Source: an optimization exercise on an open RTL-to-GDS flow (aim: small area and a short achievable clock period). Production flows keep margins and buffers that such runs may drop. Function not checked in this run: the RTL went through the layout flow alone. No activity file was given, so power comes from the tool's default toggle rates.

## design/flow/standard.sh

```bash
#!/bin/bash
# synth_recipe.tcl (not shown) runs the flow's synth.tcl, then flattens the netlist and writes it again
# the make line also repeats each setting of config.mk as NAME=value (left out here)
make -C /OpenROAD-flow-scripts/flow DESIGN_CONFIG=/design/flow/config.mk WORK_HOME=/design/flow/orfs CLKGATE_MAP_FILE= SYNTH_SCRIPT=/design/flow/synth_recipe.tcl "${@:-finish}"
```

## design/flow/config.mk

```make
export PLATFORM = sky130hd
export DESIGN_NAME = pipeline_sum
export DESIGN_NICKNAME = pipeline_sum
export VERILOG_FILES = /design/flow/design.v
export SDC_FILE = /design/flow/constraint.sdc
export NUM_CORES = 4
export LEC_CHECK = 0
export ABC_AREA = 1
export CAP_MARGIN = 20
export CORE_MARGIN = 2
export CORE_UTILIZATION = 55
export SLEW_MARGIN = 20
```

## design/flow/design.v

```verilog
module pipeline_sum (
    input clk,
    input [15:0] a, b,
    output [31:0] r
);
  wire [0:0] s0_r15_t = a[15:15];
  wire s0_r15_hz = ~(|b[15:1]);
  wire [1:0] s0_r15_bo;
  assign s0_r15_bo[0] = 1'b0;
  assign s0_r15_bo[1] = (s0_r15_t[0] ^ b[0]) ? b[0] : s0_r15_bo[0];
  wire s0_r15_q = s0_r15_hz & ~s0_r15_bo[1];
  wire [0:0] s0_r15_d;
  assign s0_r15_d[0] = s0_r15_t[0] ^ (s0_r15_q & (b[0] ^ s0_r15_bo[0]));
  wire [15:0] s0_r15_ra = {s0_r15_d, a[14:0]};
  wire [1:0] s0_r14_t = s0_r15_ra[15:14];
  wire s0_r14_hz = ~(|b[15:2]);
  wire [2:0] s0_r14_bo;
  assign s0_r14_bo[0] = 1'b0;
  assign s0_r14_bo[1] = (s0_r14_t[0] ^ b[0]) ? b[0] : s0_r14_bo[0];
  assign s0_r14_bo[2] = (s0_r14_t[1] ^ b[1]) ? b[1] : s0_r14_bo[1];
  wire s0_r14_q = s0_r14_hz & ~s0_r14_bo[2];
  wire [1:0] s0_r14_d;
  assign s0_r14_d[0] = s0_r14_t[0] ^ (s0_r14_q & (b[0] ^ s0_r14_bo[0]));
  assign s0_r14_d[1] = s0_r14_t[1] ^ (s0_r14_q & (b[1] ^ s0_r14_bo[1]));
  wire [15:0] s0_r14_ra = {s0_r14_d, s0_r15_ra[13:0]};
  wire [2:0] s0_r13_t = s0_r14_ra[15:13];
  wire s0_r13_hz = ~(|b[15:3]);
  wire [3:0] s0_r13_bo;
  assign s0_r13_bo[0] = 1'b0;
  assign s0_r13_bo[1] = (s0_r13_t[0] ^ b[0]) ? b[0] : s0_r13_bo[0];
  assign s0_r13_bo[2] = (s0_r13_t[1] ^ b[1]) ? b[1] : s0_r13_bo[1];
  assign s0_r13_bo[3] = (s0_r13_t[2] ^ b[2]) ? b[2] : s0_r13_bo[2];
  wire s0_r13_q = s0_r13_hz & ~s0_r13_bo[3];
  wire [2:0] s0_r13_d;
  assign s0_r13_d[0] = s0_r13_t[0] ^ (s0_r13_q & (b[0] ^ s0_r13_bo[0]));
  assign s0_r13_d[1] = s0_r13_t[1] ^ (s0_r13_q & (b[1] ^ s0_r13_bo[1]));
  assign s0_r13_d[2] = s0_r13_t[2] ^ (s0_r13_q & (b[2] ^ s0_r13_bo[2]));
  wire [15:0] s0_r13_ra = {s0_r13_d, s0_r14_ra[12:0]};
  reg [15:0] ra_c1;
  reg [15:0] bb_c1;
  reg [2:0] ah_c1;
  reg q15_c1;
  reg q14_c1;
  reg q13_c1;
  always_ff @(posedge clk) begin
    ra_c1 <= s0_r13_ra;
    bb_c1 <= b;
    ah_c1 <= a[15:13];
    q15_c1 <= s0_r15_q;
    q14_c1 <= s0_r14_q;
    q13_c1 <= s0_r13_q;
  end
  wire [3:0] s1_r12_t = ra_c1[15:12];
  wire s1_r12_hz = ~(|bb_c1[15:4]);
  wire [4:0] s1_r12_bo;
  assign s1_r12_bo[0] = 1'b0;
  assign s1_r12_bo[1] = (s1_r12_t[0] ^ bb_c1[0]) ? bb_c1[0] : s1_r12_bo[0];
  assign s1_r12_bo[2] = (s1_r12_t[1] ^ bb_c1[1]) ? bb_c1[1] : s1_r12_bo[1];
  assign s1_r12_bo[3] = (s1_r12_t[2] ^ bb_c1[2]) ? bb_c1[2] : s1_r12_bo[2];
  assign s1_r12_bo[4] = (s1_r12_t[3] ^ bb_c1[3]) ? bb_c1[3] : s1_r12_bo[3];
  wire s1_r12_q = s1_r12_hz & ~s1_r12_bo[4];
  wire [3:0] s1_r12_d;
  assign s1_r12_d[0] = s1_r12_t[0] ^ (s1_r12_q & (bb_c1[0] ^ s1_r12_bo[0]));
  assign s1_r12_d[1] = s1_r12_t[1] ^ (s1_r12_q & (bb_c1[1] ^ s1_r12_bo[1]));
  assign s1_r12_d[2] = s1_r12_t[2] ^ (s1_r12_q & (bb_c1[2] ^ s1_r12_bo[2]));
  assign s1_r12_d[3] = s1_r12_t[3] ^ (s1_r12_q & (bb_c1[3] ^ s1_r12_bo[3]));
  wire [15:0] s1_r12_ra = {s1_r12_d, ra_c1[11:0]};
  wire [4:0] s1_r11_t = s1_r12_ra[15:11];
  wire s1_r11_hz = ~(|bb_c1[15:5]);
  wire [5:0] s1_r11_bo;
  assign s1_r11_bo[0] = 1'b0;
  assign s1_r11_bo[1] = (s1_r11_t[0] ^ bb_c1[0]) ? bb_c1[0] : s1_r11_bo[0];
  assign s1_r11_bo[2] = (s1_r11_t[1] ^ bb_c1[1]) ? bb_c1[1] : s1_r11_bo[1];
  assign s1_r11_bo[3] = (s1_r11_t[2] ^ bb_c1[2]) ? bb_c1[2] : s1_r11_bo[2];
  assign s1_r11_bo[4] = (s1_r11_t[3] ^ bb_c1[3]) ? bb_c1[3] : s1_r11_bo[3];
  assign s1_r11_bo[5] = (s1_r11_t[4] ^ bb_c1[4]) ? bb_c1[4] : s1_r11_bo[4];
  wire s1_r11_q = s1_r11_hz & ~s1_r11_bo[5];
  wire [4:0] s1_r11_d;
  assign s1_r11_d[0] = s1_r11_t[0] ^ (s1_r11_q & (bb_c1[0] ^ s1_r11_bo[0]));
  assign s1_r11_d[1] = s1_r11_t[1] ^ (s1_r11_q & (bb_c1[1] ^ s1_r11_bo[1]));
  assign s1_r11_d[2] = s1_r11_t[2] ^ (s1_r11_q & (bb_c1[2] ^ s1_r11_bo[2]));
  assign s1_r11_d[3] = s1_r11_t[3] ^ (s1_r11_q & (bb_c1[3] ^ s1_r11_bo[3]));
  assign s1_r11_d[4] = s1_r11_t[4] ^ (s1_r11_q & (bb_c1[4] ^ s1_r11_bo[4]));
  wire [15:0] s1_r11_ra = {s1_r11_d, s1_r12_ra[10:0]};
  wire [5:0] s1_r10_t = s1_r11_ra[15:10];
  wire s1_r10_hz = ~(|bb_c1[15:6]);
  wire [6:0] s1_r10_bo;
  assign s1_r10_bo[0] = 1'b0;
  assign s1_r10_bo[1] = (s1_r10_t[0] ^ bb_c1[0]) ? bb_c1[0] : s1_r10_bo[0];
  assign s1_r10_bo[2] = (s1_r10_t[1] ^ bb_c1[1]) ? bb_c1[1] : s1_r10_bo[1];
  assign s1_r10_bo[3] = (s1_r10_t[2] ^ bb_c1[2]) ? bb_c1[2] : s1_r10_bo[2];
  assign s1_r10_bo[4] = (s1_r10_t[3] ^ bb_c1[3]) ? bb_c1[3] : s1_r10_bo[3];
  assign s1_r10_bo[5] = (s1_r10_t[4] ^ bb_c1[4]) ? bb_c1[4] : s1_r10_bo[4];
  assign s1_r10_bo[6] = (s1_r10_t[5] ^ bb_c1[5]) ? bb_c1[5] : s1_r10_bo[5];
  wire s1_r10_q = s1_r10_hz & ~s1_r10_bo[6];
  wire [5:0] s1_r10_d;
  assign s1_r10_d[0] = s1_r10_t[0] ^ (s1_r10_q & (bb_c1[0] ^ s1_r10_bo[0]));
  assign s1_r10_d[1] = s1_r10_t[1] ^ (s1_r10_q & (bb_c1[1] ^ s1_r10_bo[1]));
  assign s1_r10_d[2] = s1_r10_t[2] ^ (s1_r10_q & (bb_c1[2] ^ s1_r10_bo[2]));
  assign s1_r10_d[3] = s1_r10_t[3] ^ (s1_r10_q & (bb_c1[3] ^ s1_r10_bo[3]));
  assign s1_r10_d[4] = s1_r10_t[4] ^ (s1_r10_q & (bb_c1[4] ^ s1_r10_bo[4]));
  assign s1_r10_d[5] = s1_r10_t[5] ^ (s1_r10_q & (bb_c1[5] ^ s1_r10_bo[5]));
  wire [15:0] s1_r10_ra = {s1_r10_d, s1_r11_ra[9:0]};
  wire [6:0] s1_r9_t = s1_r10_ra[15:9];
  wire s1_r9_hz = ~(|bb_c1[15:7]);
  wire [7:0] s1_r9_bo;
  assign s1_r9_bo[0] = 1'b0;
  assign s1_r9_bo[1] = (s1_r9_t[0] ^ bb_c1[0]) ? bb_c1[0] : s1_r9_bo[0];
  assign s1_r9_bo[2] = (s1_r9_t[1] ^ bb_c1[1]) ? bb_c1[1] : s1_r9_bo[1];
  assign s1_r9_bo[3] = (s1_r9_t[2] ^ bb_c1[2]) ? bb_c1[2] : s1_r9_bo[2];
  assign s1_r9_bo[4] = (s1_r9_t[3] ^ bb_c1[3]) ? bb_c1[3] : s1_r9_bo[3];
  assign s1_r9_bo[5] = (s1_r9_t[4] ^ bb_c1[4]) ? bb_c1[4] : s1_r9_bo[4];
  assign s1_r9_bo[6] = (s1_r9_t[5] ^ bb_c1[5]) ? bb_c1[5] : s1_r9_bo[5];
  assign s1_r9_bo[7] = (s1_r9_t[6] ^ bb_c1[6]) ? bb_c1[6] : s1_r9_bo[6];
  wire s1_r9_q = s1_r9_hz & ~s1_r9_bo[7];
  wire [6:0] s1_r9_d;
  assign s1_r9_d[0] = s1_r9_t[0] ^ (s1_r9_q & (bb_c1[0] ^ s1_r9_bo[0]));
  assign s1_r9_d[1] = s1_r9_t[1] ^ (s1_r9_q & (bb_c1[1] ^ s1_r9_bo[1]));
  assign s1_r9_d[2] = s1_r9_t[2] ^ (s1_r9_q & (bb_c1[2] ^ s1_r9_bo[2]));
  assign s1_r9_d[3] = s1_r9_t[3] ^ (s1_r9_q & (bb_c1[3] ^ s1_r9_bo[3]));
  assign s1_r9_d[4] = s1_r9_t[4] ^ (s1_r9_q & (bb_c1[4] ^ s1_r9_bo[4]));
  assign s1_r9_d[5] = s1_r9_t[5] ^ (s1_r9_q & (bb_c1[5] ^ s1_r9_bo[5]));
  assign s1_r9_d[6] = s1_r9_t[6] ^ (s1_r9_q & (bb_c1[6] ^ s1_r9_bo[6]));
  wire [15:0] s1_r9_ra = {s1_r9_d, s1_r10_ra[8:0]};
  wire [7:0] s1_r8_t = s1_r9_ra[15:8];
  wire s1_r8_hz = ~(|bb_c1[15:8]);
  wire [8:0] s1_r8_bo;
  assign s1_r8_bo[0] = 1'b0;
  assign s1_r8_bo[1] = (s1_r8_t[0] ^ bb_c1[0]) ? bb_c1[0] : s1_r8_bo[0];
  assign s1_r8_bo[2] = (s1_r8_t[1] ^ bb_c1[1]) ? bb_c1[1] : s1_r8_bo[1];
  assign s1_r8_bo[3] = (s1_r8_t[2] ^ bb_c1[2]) ? bb_c1[2] : s1_r8_bo[2];
  assign s1_r8_bo[4] = (s1_r8_t[3] ^ bb_c1[3]) ? bb_c1[3] : s1_r8_bo[3];
  assign s1_r8_bo[5] = (s1_r8_t[4] ^ bb_c1[4]) ? bb_c1[4] : s1_r8_bo[4];
  assign s1_r8_bo[6] = (s1_r8_t[5] ^ bb_c1[5]) ? bb_c1[5] : s1_r8_bo[5];
  assign s1_r8_bo[7] = (s1_r8_t[6] ^ bb_c1[6]) ? bb_c1[6] : s1_r8_bo[6];
  assign s1_r8_bo[8] = (s1_r8_t[7] ^ bb_c1[7]) ? bb_c1[7] : s1_r8_bo[7];
  wire s1_r8_q = s1_r8_hz & ~s1_r8_bo[8];
  wire [7:0] s1_r8_d;
  assign s1_r8_d[0] = s1_r8_t[0] ^ (s1_r8_q & (bb_c1[0] ^ s1_r8_bo[0]));
  assign s1_r8_d[1] = s1_r8_t[1] ^ (s1_r8_q & (bb_c1[1] ^ s1_r8_bo[1]));
  assign s1_r8_d[2] = s1_r8_t[2] ^ (s1_r8_q & (bb_c1[2] ^ s1_r8_bo[2]));
  assign s1_r8_d[3] = s1_r8_t[3] ^ (s1_r8_q & (bb_c1[3] ^ s1_r8_bo[3]));
  assign s1_r8_d[4] = s1_r8_t[4] ^ (s1_r8_q & (bb_c1[4] ^ s1_r8_bo[4]));
  assign s1_r8_d[5] = s1_r8_t[5] ^ (s1_r8_q & (bb_c1[5] ^ s1_r8_bo[5]));
  assign s1_r8_d[6] = s1_r8_t[6] ^ (s1_r8_q & (bb_c1[6] ^ s1_r8_bo[6]));
  assign s1_r8_d[7] = s1_r8_t[7] ^ (s1_r8_q & (bb_c1[7] ^ s1_r8_bo[7]));
  wire [15:0] s1_r8_ra = {s1_r8_d, s1_r9_ra[7:0]};
  wire [8:0] s1_r7_t = s1_r8_ra[15:7];
  wire s1_r7_hz = ~(|bb_c1[15:9]);
  wire [9:0] s1_r7_bo;
  assign s1_r7_bo[0] = 1'b0;
  assign s1_r7_bo[1] = (s1_r7_t[0] ^ bb_c1[0]) ? bb_c1[0] : s1_r7_bo[0];
  assign s1_r7_bo[2] = (s1_r7_t[1] ^ bb_c1[1]) ? bb_c1[1] : s1_r7_bo[1];
  assign s1_r7_bo[3] = (s1_r7_t[2] ^ bb_c1[2]) ? bb_c1[2] : s1_r7_bo[2];
  assign s1_r7_bo[4] = (s1_r7_t[3] ^ bb_c1[3]) ? bb_c1[3] : s1_r7_bo[3];
  assign s1_r7_bo[5] = (s1_r7_t[4] ^ bb_c1[4]) ? bb_c1[4] : s1_r7_bo[4];
  assign s1_r7_bo[6] = (s1_r7_t[5] ^ bb_c1[5]) ? bb_c1[5] : s1_r7_bo[5];
  assign s1_r7_bo[7] = (s1_r7_t[6] ^ bb_c1[6]) ? bb_c1[6] : s1_r7_bo[6];
  assign s1_r7_bo[8] = (s1_r7_t[7] ^ bb_c1[7]) ? bb_c1[7] : s1_r7_bo[7];
  assign s1_r7_bo[9] = (s1_r7_t[8] ^ bb_c1[8]) ? bb_c1[8] : s1_r7_bo[8];
  wire s1_r7_q = s1_r7_hz & ~s1_r7_bo[9];
  wire [8:0] s1_r7_d;
  assign s1_r7_d[0] = s1_r7_t[0] ^ (s1_r7_q & (bb_c1[0] ^ s1_r7_bo[0]));
  assign s1_r7_d[1] = s1_r7_t[1] ^ (s1_r7_q & (bb_c1[1] ^ s1_r7_bo[1]));
  assign s1_r7_d[2] = s1_r7_t[2] ^ (s1_r7_q & (bb_c1[2] ^ s1_r7_bo[2]));
  assign s1_r7_d[3] = s1_r7_t[3] ^ (s1_r7_q & (bb_c1[3] ^ s1_r7_bo[3]));
  assign s1_r7_d[4] = s1_r7_t[4] ^ (s1_r7_q & (bb_c1[4] ^ s1_r7_bo[4]));
  assign s1_r7_d[5] = s1_r7_t[5] ^ (s1_r7_q & (bb_c1[5] ^ s1_r7_bo[5]));
  assign s1_r7_d[6] = s1_r7_t[6] ^ (s1_r7_q & (bb_c1[6] ^ s1_r7_bo[6]));
  assign s1_r7_d[7] = s1_r7_t[7] ^ (s1_r7_q & (bb_c1[7] ^ s1_r7_bo[7]));
  assign s1_r7_d[8] = s1_r7_t[8] ^ (s1_r7_q & (bb_c1[8] ^ s1_r7_bo[8]));
  wire [15:0] s1_r7_ra = {s1_r7_d, s1_r8_ra[6:0]};
  wire [9:0] s1_r6_t = s1_r7_ra[15:6];
  wire s1_r6_hz = ~(|bb_c1[15:10]);
  wire [10:0] s1_r6_bo;
  assign s1_r6_bo[0] = 1'b0;
  assign s1_r6_bo[1] = (s1_r6_t[0] ^ bb_c1[0]) ? bb_c1[0] : s1_r6_bo[0];
  assign s1_r6_bo[2] = (s1_r6_t[1] ^ bb_c1[1]) ? bb_c1[1] : s1_r6_bo[1];
  assign s1_r6_bo[3] = (s1_r6_t[2] ^ bb_c1[2]) ? bb_c1[2] : s1_r6_bo[2];
  assign s1_r6_bo[4] = (s1_r6_t[3] ^ bb_c1[3]) ? bb_c1[3] : s1_r6_bo[3];
  assign s1_r6_bo[5] = (s1_r6_t[4] ^ bb_c1[4]) ? bb_c1[4] : s1_r6_bo[4];
  assign s1_r6_bo[6] = (s1_r6_t[5] ^ bb_c1[5]) ? bb_c1[5] : s1_r6_bo[5];
  assign s1_r6_bo[7] = (s1_r6_t[6] ^ bb_c1[6]) ? bb_c1[6] : s1_r6_bo[6];
  assign s1_r6_bo[8] = (s1_r6_t[7] ^ bb_c1[7]) ? bb_c1[7] : s1_r6_bo[7];
  assign s1_r6_bo[9] = (s1_r6_t[8] ^ bb_c1[8]) ? bb_c1[8] : s1_r6_bo[8];
  assign s1_r6_bo[10] = (s1_r6_t[9] ^ bb_c1[9]) ? bb_c1[9] : s1_r6_bo[9];
  wire s1_r6_q = s1_r6_hz & ~s1_r6_bo[10];
  wire [9:0] s1_r6_d;
  assign s1_r6_d[0] = s1_r6_t[0] ^ (s1_r6_q & (bb_c1[0] ^ s1_r6_bo[0]));
  assign s1_r6_d[1] = s1_r6_t[1] ^ (s1_r6_q & (bb_c1[1] ^ s1_r6_bo[1]));
  assign s1_r6_d[2] = s1_r6_t[2] ^ (s1_r6_q & (bb_c1[2] ^ s1_r6_bo[2]));
  assign s1_r6_d[3] = s1_r6_t[3] ^ (s1_r6_q & (bb_c1[3] ^ s1_r6_bo[3]));
  assign s1_r6_d[4] = s1_r6_t[4] ^ (s1_r6_q & (bb_c1[4] ^ s1_r6_bo[4]));
  assign s1_r6_d[5] = s1_r6_t[5] ^ (s1_r6_q & (bb_c1[5] ^ s1_r6_bo[5]));
  assign s1_r6_d[6] = s1_r6_t[6] ^ (s1_r6_q & (bb_c1[6] ^ s1_r6_bo[6]));
  assign s1_r6_d[7] = s1_r6_t[7] ^ (s1_r6_q & (bb_c1[7] ^ s1_r6_bo[7]));
  assign s1_r6_d[8] = s1_r6_t[8] ^ (s1_r6_q & (bb_c1[8] ^ s1_r6_bo[8]));
  assign s1_r6_d[9] = s1_r6_t[9] ^ (s1_r6_q & (bb_c1[9] ^ s1_r6_bo[9]));
  wire [15:0] s1_r6_ra = {s1_r6_d, s1_r7_ra[5:0]};
  wire [10:0] s1_r5_t = s1_r6_ra[15:5];
  wire s1_r5_hz = ~(|bb_c1[15:11]);
  wire [11:0] s1_r5_bo;
  assign s1_r5_bo[0] = 1'b0;
  assign s1_r5_bo[1] = (s1_r5_t[0] ^ bb_c1[0]) ? bb_c1[0] : s1_r5_bo[0];
  assign s1_r5_bo[2] = (s1_r5_t[1] ^ bb_c1[1]) ? bb_c1[1] : s1_r5_bo[1];
  assign s1_r5_bo[3] = (s1_r5_t[2] ^ bb_c1[2]) ? bb_c1[2] : s1_r5_bo[2];
  assign s1_r5_bo[4] = (s1_r5_t[3] ^ bb_c1[3]) ? bb_c1[3] : s1_r5_bo[3];
  assign s1_r5_bo[5] = (s1_r5_t[4] ^ bb_c1[4]) ? bb_c1[4] : s1_r5_bo[4];
  assign s1_r5_bo[6] = (s1_r5_t[5] ^ bb_c1[5]) ? bb_c1[5] : s1_r5_bo[5];
  assign s1_r5_bo[7] = (s1_r5_t[6] ^ bb_c1[6]) ? bb_c1[6] : s1_r5_bo[6];
  assign s1_r5_bo[8] = (s1_r5_t[7] ^ bb_c1[7]) ? bb_c1[7] : s1_r5_bo[7];
  assign s1_r5_bo[9] = (s1_r5_t[8] ^ bb_c1[8]) ? bb_c1[8] : s1_r5_bo[8];
  assign s1_r5_bo[10] = (s1_r5_t[9] ^ bb_c1[9]) ? bb_c1[9] : s1_r5_bo[9];
  assign s1_r5_bo[11] = (s1_r5_t[10] ^ bb_c1[10]) ? bb_c1[10] : s1_r5_bo[10];
  wire s1_r5_q = s1_r5_hz & ~s1_r5_bo[11];
  wire [10:0] s1_r5_d;
  assign s1_r5_d[0] = s1_r5_t[0] ^ (s1_r5_q & (bb_c1[0] ^ s1_r5_bo[0]));
  assign s1_r5_d[1] = s1_r5_t[1] ^ (s1_r5_q & (bb_c1[1] ^ s1_r5_bo[1]));
  assign s1_r5_d[2] = s1_r5_t[2] ^ (s1_r5_q & (bb_c1[2] ^ s1_r5_bo[2]));
  assign s1_r5_d[3] = s1_r5_t[3] ^ (s1_r5_q & (bb_c1[3] ^ s1_r5_bo[3]));
  assign s1_r5_d[4] = s1_r5_t[4] ^ (s1_r5_q & (bb_c1[4] ^ s1_r5_bo[4]));
  assign s1_r5_d[5] = s1_r5_t[5] ^ (s1_r5_q & (bb_c1[5] ^ s1_r5_bo[5]));
  assign s1_r5_d[6] = s1_r5_t[6] ^ (s1_r5_q & (bb_c1[6] ^ s1_r5_bo[6]));
  assign s1_r5_d[7] = s1_r5_t[7] ^ (s1_r5_q & (bb_c1[7] ^ s1_r5_bo[7]));
  assign s1_r5_d[8] = s1_r5_t[8] ^ (s1_r5_q & (bb_c1[8] ^ s1_r5_bo[8]));
  assign s1_r5_d[9] = s1_r5_t[9] ^ (s1_r5_q & (bb_c1[9] ^ s1_r5_bo[9]));
  assign s1_r5_d[10] = s1_r5_t[10] ^ (s1_r5_q & (bb_c1[10] ^ s1_r5_bo[10]));
  wire [15:0] s1_r5_ra = {s1_r5_d, s1_r6_ra[4:0]};
  reg [15:0] ra_c2;
  reg [15:0] bb_c2;
  reg [10:0] ah_c2;
  reg q15_c2;
  reg q14_c2;
  reg q13_c2;
  reg q12_c2;
  reg q11_c2;
  reg q10_c2;
  reg q9_c2;
  reg q8_c2;
  reg q7_c2;
  reg q6_c2;
  reg q5_c2;
  always_ff @(posedge clk) begin
    ra_c2 <= s1_r5_ra;
    bb_c2 <= bb_c1;
    ah_c2 <= {ah_c1, ra_c1[12:5]};
    q15_c2 <= q15_c1;
    q14_c2 <= q14_c1;
    q13_c2 <= q13_c1;
    q12_c2 <= s1_r12_q;
    q11_c2 <= s1_r11_q;
    q10_c2 <= s1_r10_q;
    q9_c2 <= s1_r9_q;
    q8_c2 <= s1_r8_q;
    q7_c2 <= s1_r7_q;
    q6_c2 <= s1_r6_q;
    q5_c2 <= s1_r5_q;
  end
  wire [15:0] xa = {ah_c2, ra_c2[4:0]};
  wire [15:0] sh = (bb_c2[15:4] == 12'd0) ? (xa << bb_c2[3:0]) : 16'd0;
  wire [17:0] xs = {2'b0, xa | bb_c2} + {2'b0, xa ^ bb_c2} + {2'b0, sh};
  wire [17:0] ym2 = xs + {1'b0, 1'b0, q15_c2, q14_c2, q13_c2, q12_c2, q11_c2, q10_c2, q9_c2, q8_c2, q7_c2, q6_c2, q5_c2, 1'b0, 1'b0, 1'b0, 1'b0, 1'b0};
  wire [11:0] s2_r4_t = ra_c2[15:4];
  wire s2_r4_hz = ~(|bb_c2[15:12]);
  wire [12:0] s2_r4_bo;
  assign s2_r4_bo[0] = 1'b0;
  assign s2_r4_bo[1] = (s2_r4_t[0] ^ bb_c2[0]) ? bb_c2[0] : s2_r4_bo[0];
  assign s2_r4_bo[2] = (s2_r4_t[1] ^ bb_c2[1]) ? bb_c2[1] : s2_r4_bo[1];
  assign s2_r4_bo[3] = (s2_r4_t[2] ^ bb_c2[2]) ? bb_c2[2] : s2_r4_bo[2];
  assign s2_r4_bo[4] = (s2_r4_t[3] ^ bb_c2[3]) ? bb_c2[3] : s2_r4_bo[3];
  assign s2_r4_bo[5] = (s2_r4_t[4] ^ bb_c2[4]) ? bb_c2[4] : s2_r4_bo[4];
  assign s2_r4_bo[6] = (s2_r4_t[5] ^ bb_c2[5]) ? bb_c2[5] : s2_r4_bo[5];
  assign s2_r4_bo[7] = (s2_r4_t[6] ^ bb_c2[6]) ? bb_c2[6] : s2_r4_bo[6];
  assign s2_r4_bo[8] = (s2_r4_t[7] ^ bb_c2[7]) ? bb_c2[7] : s2_r4_bo[7];
  assign s2_r4_bo[9] = (s2_r4_t[8] ^ bb_c2[8]) ? bb_c2[8] : s2_r4_bo[8];
  assign s2_r4_bo[10] = (s2_r4_t[9] ^ bb_c2[9]) ? bb_c2[9] : s2_r4_bo[9];
  assign s2_r4_bo[11] = (s2_r4_t[10] ^ bb_c2[10]) ? bb_c2[10] : s2_r4_bo[10];
  assign s2_r4_bo[12] = (s2_r4_t[11] ^ bb_c2[11]) ? bb_c2[11] : s2_r4_bo[11];
  wire s2_r4_q = s2_r4_hz & ~s2_r4_bo[12];
  wire [11:0] s2_r4_d;
  assign s2_r4_d[0] = s2_r4_t[0] ^ (s2_r4_q & (bb_c2[0] ^ s2_r4_bo[0]));
  assign s2_r4_d[1] = s2_r4_t[1] ^ (s2_r4_q & (bb_c2[1] ^ s2_r4_bo[1]));
  assign s2_r4_d[2] = s2_r4_t[2] ^ (s2_r4_q & (bb_c2[2] ^ s2_r4_bo[2]));
  assign s2_r4_d[3] = s2_r4_t[3] ^ (s2_r4_q & (bb_c2[3] ^ s2_r4_bo[3]));
  assign s2_r4_d[4] = s2_r4_t[4] ^ (s2_r4_q & (bb_c2[4] ^ s2_r4_bo[4]));
  assign s2_r4_d[5] = s2_r4_t[5] ^ (s2_r4_q & (bb_c2[5] ^ s2_r4_bo[5]));
  assign s2_r4_d[6] = s2_r4_t[6] ^ (s2_r4_q & (bb_c2[6] ^ s2_r4_bo[6]));
  assign s2_r4_d[7] = s2_r4_t[7] ^ (s2_r4_q & (bb_c2[7] ^ s2_r4_bo[7]));
  assign s2_r4_d[8] = s2_r4_t[8] ^ (s2_r4_q & (bb_c2[8] ^ s2_r4_bo[8]));
  assign s2_r4_d[9] = s2_r4_t[9] ^ (s2_r4_q & (bb_c2[9] ^ s2_r4_bo[9]));
  assign s2_r4_d[10] = s2_r4_t[10] ^ (s2_r4_q & (bb_c2[10] ^ s2_r4_bo[10]));
  assign s2_r4_d[11] = s2_r4_t[11] ^ (s2_r4_q & (bb_c2[11] ^ s2_r4_bo[11]));
  wire [15:0] s2_r4_ra = {s2_r4_d, ra_c2[3:0]};
  wire [12:0] s2_r3_t = s2_r4_ra[15:3];
  wire s2_r3_hz = ~(|bb_c2[15:13]);
  wire [13:0] s2_r3_bo;
  assign s2_r3_bo[0] = 1'b0;
  assign s2_r3_bo[1] = (s2_r3_t[0] ^ bb_c2[0]) ? bb_c2[0] : s2_r3_bo[0];
  assign s2_r3_bo[2] = (s2_r3_t[1] ^ bb_c2[1]) ? bb_c2[1] : s2_r3_bo[1];
  assign s2_r3_bo[3] = (s2_r3_t[2] ^ bb_c2[2]) ? bb_c2[2] : s2_r3_bo[2];
  assign s2_r3_bo[4] = (s2_r3_t[3] ^ bb_c2[3]) ? bb_c2[3] : s2_r3_bo[3];
  assign s2_r3_bo[5] = (s2_r3_t[4] ^ bb_c2[4]) ? bb_c2[4] : s2_r3_bo[4];
  assign s2_r3_bo[6] = (s2_r3_t[5] ^ bb_c2[5]) ? bb_c2[5] : s2_r3_bo[5];
  assign s2_r3_bo[7] = (s2_r3_t[6] ^ bb_c2[6]) ? bb_c2[6] : s2_r3_bo[6];
  assign s2_r3_bo[8] = (s2_r3_t[7] ^ bb_c2[7]) ? bb_c2[7] : s2_r3_bo[7];
  assign s2_r3_bo[9] = (s2_r3_t[8] ^ bb_c2[8]) ? bb_c2[8] : s2_r3_bo[8];
  assign s2_r3_bo[10] = (s2_r3_t[9] ^ bb_c2[9]) ? bb_c2[9] : s2_r3_bo[9];
  assign s2_r3_bo[11] = (s2_r3_t[10] ^ bb_c2[10]) ? bb_c2[10] : s2_r3_bo[10];
  assign s2_r3_bo[12] = (s2_r3_t[11] ^ bb_c2[11]) ? bb_c2[11] : s2_r3_bo[11];
  assign s2_r3_bo[13] = (s2_r3_t[12] ^ bb_c2[12]) ? bb_c2[12] : s2_r3_bo[12];
  wire [13:6] s2_r3_s_gu;
  assign s2_r3_s_gu[6] = 1'b0;
  assign s2_r3_s_gu[7] = (s2_r3_t[6] ^ bb_c2[6]) ? bb_c2[6] : s2_r3_s_gu[6];
  assign s2_r3_s_gu[8] = (s2_r3_t[7] ^ bb_c2[7]) ? bb_c2[7] : s2_r3_s_gu[7];
  assign s2_r3_s_gu[9] = (s2_r3_t[8] ^ bb_c2[8]) ? bb_c2[8] : s2_r3_s_gu[8];
  assign s2_r3_s_gu[10] = (s2_r3_t[9] ^ bb_c2[9]) ? bb_c2[9] : s2_r3_s_gu[9];
  assign s2_r3_s_gu[11] = (s2_r3_t[10] ^ bb_c2[10]) ? bb_c2[10] : s2_r3_s_gu[10];
  assign s2_r3_s_gu[12] = (s2_r3_t[11] ^ bb_c2[11]) ? bb_c2[11] : s2_r3_s_gu[11];
  assign s2_r3_s_gu[13] = (s2_r3_t[12] ^ bb_c2[12]) ? bb_c2[12] : s2_r3_s_gu[12];
  wire s2_r3_s_pu = ~(|(s2_r3_t[12:6] ^ {bb_c2[12], bb_c2[11], bb_c2[10], bb_c2[9], bb_c2[8], bb_c2[7], bb_c2[6]}));
  wire s2_r3_bf = s2_r3_s_gu[13] | (s2_r3_s_pu & s2_r3_bo[6]);
  wire s2_r3_q = s2_r3_hz & ~s2_r3_bf;
  wire [12:0] s2_r3_d;
  assign s2_r3_d[0] = s2_r3_t[0] ^ (s2_r3_q & (bb_c2[0] ^ s2_r3_bo[0]));
  assign s2_r3_d[1] = s2_r3_t[1] ^ (s2_r3_q & (bb_c2[1] ^ s2_r3_bo[1]));
  assign s2_r3_d[2] = s2_r3_t[2] ^ (s2_r3_q & (bb_c2[2] ^ s2_r3_bo[2]));
  assign s2_r3_d[3] = s2_r3_t[3] ^ (s2_r3_q & (bb_c2[3] ^ s2_r3_bo[3]));
  assign s2_r3_d[4] = s2_r3_t[4] ^ (s2_r3_q & (bb_c2[4] ^ s2_r3_bo[4]));
  assign s2_r3_d[5] = s2_r3_t[5] ^ (s2_r3_q & (bb_c2[5] ^ s2_r3_bo[5]));
  assign s2_r3_d[6] = s2_r3_t[6] ^ (s2_r3_q & (bb_c2[6] ^ s2_r3_bo[6]));
  assign s2_r3_d[7] = s2_r3_t[7] ^ (s2_r3_q & (bb_c2[7] ^ s2_r3_bo[7]));
  assign s2_r3_d[8] = s2_r3_t[8] ^ (s2_r3_q & (bb_c2[8] ^ s2_r3_bo[8]));
  assign s2_r3_d[9] = s2_r3_t[9] ^ (s2_r3_q & (bb_c2[9] ^ s2_r3_bo[9]));
  assign s2_r3_d[10] = s2_r3_t[10] ^ (s2_r3_q & (bb_c2[10] ^ s2_r3_bo[10]));
  assign s2_r3_d[11] = s2_r3_t[11] ^ (s2_r3_q & (bb_c2[11] ^ s2_r3_bo[11]));
  assign s2_r3_d[12] = s2_r3_t[12] ^ (s2_r3_q & (bb_c2[12] ^ s2_r3_bo[12]));
  wire [15:0] s2_r3_ra = {s2_r3_d, s2_r4_ra[2:0]};
  wire [13:0] s2_r2_t = s2_r3_ra[15:2];
  wire s2_r2_hz = ~(|bb_c2[15:14]);
  wire [14:0] s2_r2_bo;
  assign s2_r2_bo[0] = 1'b0;
  assign s2_r2_bo[1] = (s2_r2_t[0] ^ bb_c2[0]) ? bb_c2[0] : s2_r2_bo[0];
  assign s2_r2_bo[2] = (s2_r2_t[1] ^ bb_c2[1]) ? bb_c2[1] : s2_r2_bo[1];
  assign s2_r2_bo[3] = (s2_r2_t[2] ^ bb_c2[2]) ? bb_c2[2] : s2_r2_bo[2];
  assign s2_r2_bo[4] = (s2_r2_t[3] ^ bb_c2[3]) ? bb_c2[3] : s2_r2_bo[3];
  assign s2_r2_bo[5] = (s2_r2_t[4] ^ bb_c2[4]) ? bb_c2[4] : s2_r2_bo[4];
  assign s2_r2_bo[6] = (s2_r2_t[5] ^ bb_c2[5]) ? bb_c2[5] : s2_r2_bo[5];
  assign s2_r2_bo[7] = (s2_r2_t[6] ^ bb_c2[6]) ? bb_c2[6] : s2_r2_bo[6];
  assign s2_r2_bo[8] = (s2_r2_t[7] ^ bb_c2[7]) ? bb_c2[7] : s2_r2_bo[7];
  assign s2_r2_bo[9] = (s2_r2_t[8] ^ bb_c2[8]) ? bb_c2[8] : s2_r2_bo[8];
  assign s2_r2_bo[10] = (s2_r2_t[9] ^ bb_c2[9]) ? bb_c2[9] : s2_r2_bo[9];
  assign s2_r2_bo[11] = (s2_r2_t[10] ^ bb_c2[10]) ? bb_c2[10] : s2_r2_bo[10];
  assign s2_r2_bo[12] = (s2_r2_t[11] ^ bb_c2[11]) ? bb_c2[11] : s2_r2_bo[11];
  assign s2_r2_bo[13] = (s2_r2_t[12] ^ bb_c2[12]) ? bb_c2[12] : s2_r2_bo[12];
  assign s2_r2_bo[14] = (s2_r2_t[13] ^ bb_c2[13]) ? bb_c2[13] : s2_r2_bo[13];
  wire [14:7] s2_r2_s_gu;
  assign s2_r2_s_gu[7] = 1'b0;
  assign s2_r2_s_gu[8] = (s2_r2_t[7] ^ bb_c2[7]) ? bb_c2[7] : s2_r2_s_gu[7];
  assign s2_r2_s_gu[9] = (s2_r2_t[8] ^ bb_c2[8]) ? bb_c2[8] : s2_r2_s_gu[8];
  assign s2_r2_s_gu[10] = (s2_r2_t[9] ^ bb_c2[9]) ? bb_c2[9] : s2_r2_s_gu[9];
  assign s2_r2_s_gu[11] = (s2_r2_t[10] ^ bb_c2[10]) ? bb_c2[10] : s2_r2_s_gu[10];
  assign s2_r2_s_gu[12] = (s2_r2_t[11] ^ bb_c2[11]) ? bb_c2[11] : s2_r2_s_gu[11];
  assign s2_r2_s_gu[13] = (s2_r2_t[12] ^ bb_c2[12]) ? bb_c2[12] : s2_r2_s_gu[12];
  assign s2_r2_s_gu[14] = (s2_r2_t[13] ^ bb_c2[13]) ? bb_c2[13] : s2_r2_s_gu[13];
  wire s2_r2_s_pu = ~(|(s2_r2_t[13:7] ^ {bb_c2[13], bb_c2[12], bb_c2[11], bb_c2[10], bb_c2[9], bb_c2[8], bb_c2[7]}));
  wire s2_r2_bf = s2_r2_s_gu[14] | (s2_r2_s_pu & s2_r2_bo[7]);
  wire s2_r2_q = s2_r2_hz & ~s2_r2_bf;
  wire [13:0] s2_r2_d;
  assign s2_r2_d[0] = s2_r2_t[0] ^ (s2_r2_q & (bb_c2[0] ^ s2_r2_bo[0]));
  assign s2_r2_d[1] = s2_r2_t[1] ^ (s2_r2_q & (bb_c2[1] ^ s2_r2_bo[1]));
  assign s2_r2_d[2] = s2_r2_t[2] ^ (s2_r2_q & (bb_c2[2] ^ s2_r2_bo[2]));
  assign s2_r2_d[3] = s2_r2_t[3] ^ (s2_r2_q & (bb_c2[3] ^ s2_r2_bo[3]));
  assign s2_r2_d[4] = s2_r2_t[4] ^ (s2_r2_q & (bb_c2[4] ^ s2_r2_bo[4]));
  assign s2_r2_d[5] = s2_r2_t[5] ^ (s2_r2_q & (bb_c2[5] ^ s2_r2_bo[5]));
  assign s2_r2_d[6] = s2_r2_t[6] ^ (s2_r2_q & (bb_c2[6] ^ s2_r2_bo[6]));
  assign s2_r2_d[7] = s2_r2_t[7] ^ (s2_r2_q & (bb_c2[7] ^ s2_r2_bo[7]));
  assign s2_r2_d[8] = s2_r2_t[8] ^ (s2_r2_q & (bb_c2[8] ^ s2_r2_bo[8]));
  assign s2_r2_d[9] = s2_r2_t[9] ^ (s2_r2_q & (bb_c2[9] ^ s2_r2_bo[9]));
  assign s2_r2_d[10] = s2_r2_t[10] ^ (s2_r2_q & (bb_c2[10] ^ s2_r2_bo[10]));
  assign s2_r2_d[11] = s2_r2_t[11] ^ (s2_r2_q & (bb_c2[11] ^ s2_r2_bo[11]));
  assign s2_r2_d[12] = s2_r2_t[12] ^ (s2_r2_q & (bb_c2[12] ^ s2_r2_bo[12]));
  assign s2_r2_d[13] = s2_r2_t[13] ^ (s2_r2_q & (bb_c2[13] ^ s2_r2_bo[13]));
  wire [15:0] s2_r2_ra = {s2_r2_d, s2_r3_ra[1:0]};
  wire [15:0] s2_x4_t = s2_r2_ra;
  wire [17:0] s2_x4_b1 = {2'b0, bb_c2};
  wire [17:0] s2_x4_b2 = {1'b0, bb_c2, 1'b0};
  wire [17:0] s2_x4_b3 = s2_x4_b1 + s2_x4_b2;
  wire [16:0] s2_x4_c1;
  assign s2_x4_c1[0] = 1'b0;
  assign s2_x4_c1[1] = (s2_x4_t[0] ^ s2_x4_b1[0]) ? s2_x4_b1[0] : s2_x4_c1[0];
  assign s2_x4_c1[2] = (s2_x4_t[1] ^ s2_x4_b1[1]) ? s2_x4_b1[1] : s2_x4_c1[1];
  assign s2_x4_c1[3] = (s2_x4_t[2] ^ s2_x4_b1[2]) ? s2_x4_b1[2] : s2_x4_c1[2];
  assign s2_x4_c1[4] = (s2_x4_t[3] ^ s2_x4_b1[3]) ? s2_x4_b1[3] : s2_x4_c1[3];
  assign s2_x4_c1[5] = (s2_x4_t[4] ^ s2_x4_b1[4]) ? s2_x4_b1[4] : s2_x4_c1[4];
  assign s2_x4_c1[6] = (s2_x4_t[5] ^ s2_x4_b1[5]) ? s2_x4_b1[5] : s2_x4_c1[5];
  assign s2_x4_c1[7] = (s2_x4_t[6] ^ s2_x4_b1[6]) ? s2_x4_b1[6] : s2_x4_c1[6];
  assign s2_x4_c1[8] = (s2_x4_t[7] ^ s2_x4_b1[7]) ? s2_x4_b1[7] : s2_x4_c1[7];
  assign s2_x4_c1[9] = (s2_x4_t[8] ^ s2_x4_b1[8]) ? s2_x4_b1[8] : s2_x4_c1[8];
  assign s2_x4_c1[10] = (s2_x4_t[9] ^ s2_x4_b1[9]) ? s2_x4_b1[9] : s2_x4_c1[9];
  assign s2_x4_c1[11] = (s2_x4_t[10] ^ s2_x4_b1[10]) ? s2_x4_b1[10] : s2_x4_c1[10];
  assign s2_x4_c1[12] = (s2_x4_t[11] ^ s2_x4_b1[11]) ? s2_x4_b1[11] : s2_x4_c1[11];
  assign s2_x4_c1[13] = (s2_x4_t[12] ^ s2_x4_b1[12]) ? s2_x4_b1[12] : s2_x4_c1[12];
  assign s2_x4_c1[14] = (s2_x4_t[13] ^ s2_x4_b1[13]) ? s2_x4_b1[13] : s2_x4_c1[13];
  assign s2_x4_c1[15] = (s2_x4_t[14] ^ s2_x4_b1[14]) ? s2_x4_b1[14] : s2_x4_c1[14];
  assign s2_x4_c1[16] = (s2_x4_t[15] ^ s2_x4_b1[15]) ? s2_x4_b1[15] : s2_x4_c1[15];
  wire [16:8] s2_x4_k1_gu;
  assign s2_x4_k1_gu[8] = 1'b0;
  assign s2_x4_k1_gu[9] = (s2_x4_t[8] ^ s2_x4_b1[8]) ? s2_x4_b1[8] : s2_x4_k1_gu[8];
  assign s2_x4_k1_gu[10] = (s2_x4_t[9] ^ s2_x4_b1[9]) ? s2_x4_b1[9] : s2_x4_k1_gu[9];
  assign s2_x4_k1_gu[11] = (s2_x4_t[10] ^ s2_x4_b1[10]) ? s2_x4_b1[10] : s2_x4_k1_gu[10];
  assign s2_x4_k1_gu[12] = (s2_x4_t[11] ^ s2_x4_b1[11]) ? s2_x4_b1[11] : s2_x4_k1_gu[11];
  assign s2_x4_k1_gu[13] = (s2_x4_t[12] ^ s2_x4_b1[12]) ? s2_x4_b1[12] : s2_x4_k1_gu[12];
  assign s2_x4_k1_gu[14] = (s2_x4_t[13] ^ s2_x4_b1[13]) ? s2_x4_b1[13] : s2_x4_k1_gu[13];
  assign s2_x4_k1_gu[15] = (s2_x4_t[14] ^ s2_x4_b1[14]) ? s2_x4_b1[14] : s2_x4_k1_gu[14];
  assign s2_x4_k1_gu[16] = (s2_x4_t[15] ^ s2_x4_b1[15]) ? s2_x4_b1[15] : s2_x4_k1_gu[15];
  wire s2_x4_k1_pu = ~(|(s2_x4_t[15:8] ^ {s2_x4_b1[15], s2_x4_b1[14], s2_x4_b1[13], s2_x4_b1[12], s2_x4_b1[11], s2_x4_b1[10], s2_x4_b1[9], s2_x4_b1[8]}));
  wire s2_x4_ge1 = ~(|s2_x4_b1[17:16]) & ~(s2_x4_k1_gu[16] | (s2_x4_k1_pu & s2_x4_c1[8]));
  wire [16:0] s2_x4_c2;
  assign s2_x4_c2[0] = 1'b0;
  assign s2_x4_c2[1] = (s2_x4_t[0] ^ s2_x4_b2[0]) ? s2_x4_b2[0] : s2_x4_c2[0];
  assign s2_x4_c2[2] = (s2_x4_t[1] ^ s2_x4_b2[1]) ? s2_x4_b2[1] : s2_x4_c2[1];
  assign s2_x4_c2[3] = (s2_x4_t[2] ^ s2_x4_b2[2]) ? s2_x4_b2[2] : s2_x4_c2[2];
  assign s2_x4_c2[4] = (s2_x4_t[3] ^ s2_x4_b2[3]) ? s2_x4_b2[3] : s2_x4_c2[3];
  assign s2_x4_c2[5] = (s2_x4_t[4] ^ s2_x4_b2[4]) ? s2_x4_b2[4] : s2_x4_c2[4];
  assign s2_x4_c2[6] = (s2_x4_t[5] ^ s2_x4_b2[5]) ? s2_x4_b2[5] : s2_x4_c2[5];
  assign s2_x4_c2[7] = (s2_x4_t[6] ^ s2_x4_b2[6]) ? s2_x4_b2[6] : s2_x4_c2[6];
  assign s2_x4_c2[8] = (s2_x4_t[7] ^ s2_x4_b2[7]) ? s2_x4_b2[7] : s2_x4_c2[7];
  assign s2_x4_c2[9] = (s2_x4_t[8] ^ s2_x4_b2[8]) ? s2_x4_b2[8] : s2_x4_c2[8];
  assign s2_x4_c2[10] = (s2_x4_t[9] ^ s2_x4_b2[9]) ? s2_x4_b2[9] : s2_x4_c2[9];
  assign s2_x4_c2[11] = (s2_x4_t[10] ^ s2_x4_b2[10]) ? s2_x4_b2[10] : s2_x4_c2[10];
  assign s2_x4_c2[12] = (s2_x4_t[11] ^ s2_x4_b2[11]) ? s2_x4_b2[11] : s2_x4_c2[11];
  assign s2_x4_c2[13] = (s2_x4_t[12] ^ s2_x4_b2[12]) ? s2_x4_b2[12] : s2_x4_c2[12];
  assign s2_x4_c2[14] = (s2_x4_t[13] ^ s2_x4_b2[13]) ? s2_x4_b2[13] : s2_x4_c2[13];
  assign s2_x4_c2[15] = (s2_x4_t[14] ^ s2_x4_b2[14]) ? s2_x4_b2[14] : s2_x4_c2[14];
  assign s2_x4_c2[16] = (s2_x4_t[15] ^ s2_x4_b2[15]) ? s2_x4_b2[15] : s2_x4_c2[15];
  wire [16:8] s2_x4_k2_gu;
  assign s2_x4_k2_gu[8] = 1'b0;
  assign s2_x4_k2_gu[9] = (s2_x4_t[8] ^ s2_x4_b2[8]) ? s2_x4_b2[8] : s2_x4_k2_gu[8];
  assign s2_x4_k2_gu[10] = (s2_x4_t[9] ^ s2_x4_b2[9]) ? s2_x4_b2[9] : s2_x4_k2_gu[9];
  assign s2_x4_k2_gu[11] = (s2_x4_t[10] ^ s2_x4_b2[10]) ? s2_x4_b2[10] : s2_x4_k2_gu[10];
  assign s2_x4_k2_gu[12] = (s2_x4_t[11] ^ s2_x4_b2[11]) ? s2_x4_b2[11] : s2_x4_k2_gu[11];
  assign s2_x4_k2_gu[13] = (s2_x4_t[12] ^ s2_x4_b2[12]) ? s2_x4_b2[12] : s2_x4_k2_gu[12];
  assign s2_x4_k2_gu[14] = (s2_x4_t[13] ^ s2_x4_b2[13]) ? s2_x4_b2[13] : s2_x4_k2_gu[13];
  assign s2_x4_k2_gu[15] = (s2_x4_t[14] ^ s2_x4_b2[14]) ? s2_x4_b2[14] : s2_x4_k2_gu[14];
  assign s2_x4_k2_gu[16] = (s2_x4_t[15] ^ s2_x4_b2[15]) ? s2_x4_b2[15] : s2_x4_k2_gu[15];
  wire s2_x4_k2_pu = ~(|(s2_x4_t[15:8] ^ {s2_x4_b2[15], s2_x4_b2[14], s2_x4_b2[13], s2_x4_b2[12], s2_x4_b2[11], s2_x4_b2[10], s2_x4_b2[9], s2_x4_b2[8]}));
  wire s2_x4_ge2 = ~(|s2_x4_b2[17:16]) & ~(s2_x4_k2_gu[16] | (s2_x4_k2_pu & s2_x4_c2[8]));
  wire [16:0] s2_x4_c3;
  assign s2_x4_c3[0] = 1'b0;
  assign s2_x4_c3[1] = (s2_x4_t[0] ^ s2_x4_b3[0]) ? s2_x4_b3[0] : s2_x4_c3[0];
  assign s2_x4_c3[2] = (s2_x4_t[1] ^ s2_x4_b3[1]) ? s2_x4_b3[1] : s2_x4_c3[1];
  assign s2_x4_c3[3] = (s2_x4_t[2] ^ s2_x4_b3[2]) ? s2_x4_b3[2] : s2_x4_c3[2];
  assign s2_x4_c3[4] = (s2_x4_t[3] ^ s2_x4_b3[3]) ? s2_x4_b3[3] : s2_x4_c3[3];
  assign s2_x4_c3[5] = (s2_x4_t[4] ^ s2_x4_b3[4]) ? s2_x4_b3[4] : s2_x4_c3[4];
  assign s2_x4_c3[6] = (s2_x4_t[5] ^ s2_x4_b3[5]) ? s2_x4_b3[5] : s2_x4_c3[5];
  assign s2_x4_c3[7] = (s2_x4_t[6] ^ s2_x4_b3[6]) ? s2_x4_b3[6] : s2_x4_c3[6];
  assign s2_x4_c3[8] = (s2_x4_t[7] ^ s2_x4_b3[7]) ? s2_x4_b3[7] : s2_x4_c3[7];
  assign s2_x4_c3[9] = (s2_x4_t[8] ^ s2_x4_b3[8]) ? s2_x4_b3[8] : s2_x4_c3[8];
  assign s2_x4_c3[10] = (s2_x4_t[9] ^ s2_x4_b3[9]) ? s2_x4_b3[9] : s2_x4_c3[9];
  assign s2_x4_c3[11] = (s2_x4_t[10] ^ s2_x4_b3[10]) ? s2_x4_b3[10] : s2_x4_c3[10];
  assign s2_x4_c3[12] = (s2_x4_t[11] ^ s2_x4_b3[11]) ? s2_x4_b3[11] : s2_x4_c3[11];
  assign s2_x4_c3[13] = (s2_x4_t[12] ^ s2_x4_b3[12]) ? s2_x4_b3[12] : s2_x4_c3[12];
  assign s2_x4_c3[14] = (s2_x4_t[13] ^ s2_x4_b3[13]) ? s2_x4_b3[13] : s2_x4_c3[13];
  assign s2_x4_c3[15] = (s2_x4_t[14] ^ s2_x4_b3[14]) ? s2_x4_b3[14] : s2_x4_c3[14];
  assign s2_x4_c3[16] = (s2_x4_t[15] ^ s2_x4_b3[15]) ? s2_x4_b3[15] : s2_x4_c3[15];
  wire [16:8] s2_x4_k3_gu;
  assign s2_x4_k3_gu[8] = 1'b0;
  assign s2_x4_k3_gu[9] = (s2_x4_t[8] ^ s2_x4_b3[8]) ? s2_x4_b3[8] : s2_x4_k3_gu[8];
  assign s2_x4_k3_gu[10] = (s2_x4_t[9] ^ s2_x4_b3[9]) ? s2_x4_b3[9] : s2_x4_k3_gu[9];
  assign s2_x4_k3_gu[11] = (s2_x4_t[10] ^ s2_x4_b3[10]) ? s2_x4_b3[10] : s2_x4_k3_gu[10];
  assign s2_x4_k3_gu[12] = (s2_x4_t[11] ^ s2_x4_b3[11]) ? s2_x4_b3[11] : s2_x4_k3_gu[11];
  assign s2_x4_k3_gu[13] = (s2_x4_t[12] ^ s2_x4_b3[12]) ? s2_x4_b3[12] : s2_x4_k3_gu[12];
  assign s2_x4_k3_gu[14] = (s2_x4_t[13] ^ s2_x4_b3[13]) ? s2_x4_b3[13] : s2_x4_k3_gu[13];
  assign s2_x4_k3_gu[15] = (s2_x4_t[14] ^ s2_x4_b3[14]) ? s2_x4_b3[14] : s2_x4_k3_gu[14];
  assign s2_x4_k3_gu[16] = (s2_x4_t[15] ^ s2_x4_b3[15]) ? s2_x4_b3[15] : s2_x4_k3_gu[15];
  wire s2_x4_k3_pu = ~(|(s2_x4_t[15:8] ^ {s2_x4_b3[15], s2_x4_b3[14], s2_x4_b3[13], s2_x4_b3[12], s2_x4_b3[11], s2_x4_b3[10], s2_x4_b3[9], s2_x4_b3[8]}));
  wire s2_x4_ge3 = ~(|s2_x4_b3[17:16]) & ~(s2_x4_k3_gu[16] | (s2_x4_k3_pu & s2_x4_c3[8]));
  wire s2_x4_q1 = s2_x4_ge2;
  wire s2_x4_q0 = s2_x4_q1 ? s2_x4_ge3 : s2_x4_ge1;
  wire [8:0] ml = {1'b0, ym2[7:0]} + {1'b0, 1'b0, 1'b0, 1'b0, s2_r4_q, s2_r3_q, s2_r2_q, 1'b0, 1'b0};
  wire lc1 = ml[0] & s2_x4_q0;
  wire lc2 = (ml[1] & s2_x4_q1) | ((ml[1] | s2_x4_q1) & lc1);
  wire [8:0] lo7;
  assign lo7[0] = ml[0] ^ s2_x4_q0;
  assign lo7[1] = ml[1] ^ s2_x4_q1 ^ lc1;
  assign lo7[2] = ml[2] ^ (lc2 & (1'b1));
  assign lo7[3] = ml[3] ^ (lc2 & (&ml[2:2]));
  assign lo7[4] = ml[4] ^ (lc2 & (&ml[3:2]));
  assign lo7[5] = ml[5] ^ (lc2 & (&ml[4:2]));
  assign lo7[6] = ml[6] ^ (lc2 & (&ml[5:2]));
  assign lo7[7] = ml[7] ^ (lc2 & (&ml[6:2]));
  assign lo7[8] = ml[8] ^ (lc2 & (&ml[7:2]));
  wire [9:0] h0 = ym2[17:8];
  reg [8:0] lo_c3;
  reg [9:0] hi_c3;
  always_ff @(posedge clk) begin
    lo_c3 <= lo7;
    hi_c3 <= h0;
  end
  wire [9:0] hs = hi_c3 + {9'd0, lo_c3[8]};
  assign r = {14'd0, hs, lo_c3[7:0]};
endmodule
```

## design/flow/flow/run.sh

```bash
#!/bin/bash
set -euo pipefail
MARGIN=25.5
PLAT="$FLOW_HOME/platforms/sky130hd/config.mk"
BASE=$(sed -n '/^export DONT_USE_CELLS += /,/^#/p' "$PLAT" | grep -o 'sky130_fd_sc_hd__[a-z0-9_]*' | tr '\n' ' ')
EXTRA=""
for c in maj3_1 maj3_2 maj3_4 fa_1 fa_2 fa_4 fah_1 fahcin_1 fahcon_1 ha_1 ha_2 ha_4; do
  EXTRA="$EXTRA sky130_fd_sc_hd__$c"
done
bash standard.sh SETUP_SLACK_MARGIN=$MARGIN SETUP_MOVE_SEQUENCE=sizeup,swap SKIP_GATE_CLONING=1 \
  "BUFFER_PORTS_ARGS=-buffer_cell sky130_fd_sc_hd__buf_1" \
  "DONT_USE_CELLS=$BASE$EXTRA" finish > make_finish.log 2>&1
```

## design/flow/constraint.sdc

```tcl
create_clock -name core_clock -period 36.0 [get_ports {clk}]
set_input_delay 7.2000 -clock core_clock [delete_from_list [all_inputs] [get_ports {clk}]]
set_output_delay 7.2000 -clock core_clock [all_outputs]
set_load 0.01 [all_outputs]
```

==> reports/results.txt <==
Hold timing on the final database bottoms out at a slack of 0.3267 ns. The first routing iteration left 474 violations. Before antenna repair, the detailed router went through 6 iterations. Buffers placed on the I/O ports in this run total 50. The tool flagged a number of max-cap violations equal to 0.

For this configuration, the core starts out at a cell density of 56.30%. The antenna diode count came out at 0. Global routing finished with a remaining overflow of 0.

IR analysis of the VDD net gives a maximum drop of 21.32 uV. dfxtp_1 takes more of the synthesized area than any other cell. The final critical-path share of the clock period is 26.23%, and the TritonCTS buffer count is 9. Path type of the worst min-delay path: flip-flop to flip-flop.

The logs give 0 for the number of buffers inserted for hold repair after clock tree synthesis and 44.29% for the worst slew margin relative to its limit. For this run, the total global-route usage over all layers was measured as 26.50%. The source-to-sink clock delay at the later pin of the worst-skew pair is 0.36 ns.

The logs give 65 for the boundary pin count and 0 ns for the total negative slack. At the end of the flow, the number of nets in the layout was 1904. The hold-critical path endpoint was ra_c2[1]$_DFF_P_.

The die is 148.4 microns wide. The tree is rooted in a clkbuf_16. By area the synthesized netlist is led by dfxtp_1 19%, nand2_1 17%, xor2_1 9.2%. Initial antenna violation count: 0. The run gives 31 as the maximum number of pins on one net before global-route repair. Derived from the worst setup path, the maximum achievable clock frequency is 105.9 MHz.

Once the clock tree was built, the setup fixing pass inserted 0 buffers. Of all nets on the critical path, the largest fanout is 20. The run gives 1854 as the gate count after technology mapping. Clock edge transition at the registers on the reported setup and hold paths: 0.08 ns. For the via count of the first global-routing pass, the log shows 9854. The run gives 0.02202 sq mm as the floorplan die area.

Setup slack on the worst reg-to-reg path comes out at 26.56 ns. For this design the ratio of total power to cell area is 33.28 mW/mm^2. The count of pins over their slew limit came out at 0.

The routed layout has 10940 vias. The tools report the remaining design rule violation count as 0. The number of gates resized after CTS was 0.

STA classifies the critical path startpoint as a flip-flop. The number of hold violations in the final report is 0. The logs give 0 for the number of endpoints failing setup at the final stage and 0.01146 sq mm for the combined area of all synthesized cells. The final worst clock skew was 0.009070 ns; the global-route wire length before repair was 47670 microns.

By startpoint and endpoint, the worst setup path is classified as flip-flop to flip-flop. The worst register-to-register path ends at ra_c2[5]$_DFF_P_. The total of flip-flops plus latches after synthesis is 111.

The highest cell delay on the worst timing path is 0.59 ns, and the slew at the pin with the worst max-slew slack is 0.8326 ns. The number of buffer and inverter instances along the worst setup path came out at 12. The placer's final routability congestion estimate is 0.9490. The number of clock sinks came out at 111. Data arrives at the worst endpoint at 9.71 ns. After detailed routing, the number of vias per cell comes to 5.097.

The average detailed-routed wire length per instance came out at 13.31 microns. The average cell area after synthesis works out to 6.184 sq um. After synthesis, the largest area contributor takes up 19.38% of total cell area. For the placement row count, the log shows 52.

The library cell appearing most often on the critical path is nand2_2. The floorplan die height was 148.4 microns. The run finished with no timing, DRC or antenna violations. Setup repair after global routing could not meet its margin everywhere.

The share of flip-flops with an asynchronous set or reset after synthesis was 0%. TritonCTS built the clock tree. Detailed placement ended at an HPWL of 23530 microns. The area growth from synthesis to layout is 4.343%. Final core area utilization: 58.74%.

No sink is reached through more buffers than the 2 on the longest clock path. STA classifies the critical path endpoint as a flip-flop. Share of cells above drive strength 1: 12.21%. The worst hold path passes through 0 cells. After floorplanning, the core was sized to cover 0.02036 sq mm. STA puts the critical path data required time at 36.26 ns.

For this run, the leading register cell type out of synthesis is dfxtp_1. The synthesized design contains 0 enable-type register cells. The startpoint identified for the worst hold timing path is ra_c1[1]$_DFF_P_. Counting cells, the worst reg-to-reg path comes to 86. Counting distinct cell types in the post-synthesis netlist gives 68. The yosys synthesis warning count was 1.

The cell class contributing the biggest share of worst-path delay is simple AND/OR/NAND/NOR gates. The remaining antenna violation count after routing was 0. After synthesis, flip-flops and latches occupy 19.38% of the total area. In this run the static leakage power is 6.046 nW.

After filler insertion, the fill cell instance count of the layout stands at 2108. The start of the worst register-to-register path was bb_c1[1]$_DFF_P_. The final critical path time including I/O delays and setup was 9.445 ns; the post-detailed-routing wire length was 28560 microns.

The critical path's slowest cell is dfxtp_1. Depth of the CTS H-tree: 3.
==> layout by cell type (no fill, tap or decap), types with 6 or more instances in the layout <==
cell type	instances
a21o_1	8
a21oi_1	35
a21oi_2	9
buf_1	50
buf_4	10
clkbuf_16	9
clkinv_1	6
conb_1	14
dfxtp_1	106
inv_1	225
inv_2	28
nand2_1	518
nand2_2	61
nand2_4	13
nand3_1	164
nand3_2	17
nand3_4	7
nand3b_1	11
nand4_1	29
nor2_1	175
nor2_2	10
nor3_1	6
nor4_1	7
o211ai_1	11
o21ai_0	50
o21ai_1	19
o221ai_1	8
or2_1	8
or2_2	18
xnor2_1	32
xor2_1	118
xor2_2	10
==> flip-flops by register name, indices dropped and copies added (netlist names) <==
register,count
bb_c1,16
hi_c3,10
q9_c2,1
q14_c2,1
q12_c2,1
q6_c2,1
q11_c2,1
q15_c2,1
ra_c1,16
lo_c3,9
ra_c2,16
bb_c2,16
q13_c2,1
q5_c2,1
q14_c1,1
q15_c1,1
ah_c1,3
q7_c2,1
q10_c2,1
ah_c2,11
q8_c2,1
q13_c1,1
==> worst max-delay path by stage <==
stage                           from                end  slack [ns]  cells past startpoint
finish              bb_c1[1]$_DFF_P_   ra_c2[5]$_DFF_P_       26.56                     86
global route        bb_c2[0]$_DFF_P_   lo_c3[7]$_DFF_P_       25.48                     75
floorplan                       b[9]  ra_c1[14]$_DFF_P_       26.92                     14
CTS                 bb_c2[1]$_DFF_P_   lo_c3[5]$_DFF_P_       26.11                     78
detailed placement  bb_c2[1]$_DFF_P_   lo_c3[5]$_DFF_P_       26.13                     78
global placement                b[4]  ra_c1[14]$_DFF_P_       26.15                     15
==> cells in the mapped netlist (4+ instances only) <==
cell / instances
o21ai_0: 50
o31ai_1: 5
nor2_4: 4
a22o_1: 5
clkbuf_1: 14
clkinv_1: 6
xor2_1: 121
nand3b_1: 11
a21oi_1: 36
o221ai_1: 8
xor2_2: 7
nor3_1: 6
nand4_1: 29
o22ai_1: 5
a31oi_1: 5
clkbuf_8: 9
nand2_2: 62
nor2_1: 175
a21o_1: 8
or2_2: 18
a21boi_0: 4
buf_6: 7
dfxtp_1: 111
nand3_4: 6
nand2_1: 518
nor4_1: 7
nand3_1: 164
or2_1: 8
nand2_4: 12
a21oi_2: 8
o21ai_1: 19
o211ai_1: 11
xnor3_1: 5
xnor2_1: 33
nand3_2: 18
inv_2: 28
inv_1: 227
buf_2: 6
buf_4: 27
nor2_2: 10
==> kinds of logic (layout without fill, tap and decap cells) <==
logic type | after synthesis | after routing | synth area share (%)
AND/OR/NAND/NOR | 1058 | 1058 | 43.02
buffers and inverters | 331 | 340 | 13.21
AO/OA/AOI/OAI | 184 | 184 | 10.24
XOR/XNOR | 167 | 167 | 13.95
flip-flops | 111 | 111 | 19.38
multiplexers | 2 | 2 | 0.1746
other | 1 | 14 | 0.03271
==> power by group <==
part,internal (W),total (W),switching [W]
registers,0.000136,0.000147,0.0000115
clock network,0.0000488,0.0000957,0.0000469
logic,0.0000559,0.000155,0.0000993
total,0.000240,0.000398,0.000158
==> final cells by class <==
cell class	instances	area, sq um	share of cell area [%]
multi-input cells	1425	7835	65.50
clock inverters	6	62.56	0.5230
clock buffers	10	229.0	1.914
flip-flops and latches	111	2228	18.63
inverters	264	1007	8.420
well taps	270	337.8	2.824
repair buffers	60	262.8	2.196
==> through the flow <==
| step | instance area, sq um | instances | worst slack (ns) | power, W |
|---|---|---|---|---|
| 6_report | 11960 | 2146 | 26.56 | 0.0003981 |
| 4_1_cts | 11890 | 2146 | 26.11 | 0.0003994 |
| 3_3_place_gp | 11600 | 2130 | 26.15 | 0.0003013 |
| 5_1_grt | 11960 | 2146 | 25.48 | 0.0004301 |
| 2_1_floorplan | 11510 | 1867 | 26.92 | 0.0002785 |
| 3_5_place_dp | 11600 | 2130 | 26.13 | 0.0003031 |
==> layer usage <==
| layer | share of wire, % | vias up | GRT usage, % |
|---|---|---|---|
| li1 | - | 5844 | - |
| met1 | 47 | 4807 | 35.75 |
| met2 | 47 | 263 | 46.13 |
| met3 | 4.6 | 25 | 2.086 |
| met4 | 1.3 | 0 | 6.286 |
| met5 | 0 | - | 0 |

-- separate check: timing with driven ports --
The results above use ideal ports. As a check the final layout listed here was re-extracted and re-timed, cells and wires unchanged.
Step 1: set_driving_cell puts a clkbuf_16 on clk and a buf_2 on each other input, an assumption about the parent block.
Step 2 moves the port delays by t, midway between the first and last clock arrival at a register: inputs arrive t later, outputs are due t later. That takes back most of the time a late clock gives input paths.
a / b / c = ideal / step 1 / step 2; a / b = the first two.
t (ns): 0.395
setup slack, ns: 26.555 / 26.525 / 26.218
worst register clock-pin slew, ns: 0.08 / 0.08
After both steps this run still meets setup and hold. For this run, drivers alone change the setup slack by -0.030 ns; drivers and shift together by -0.337 ns.
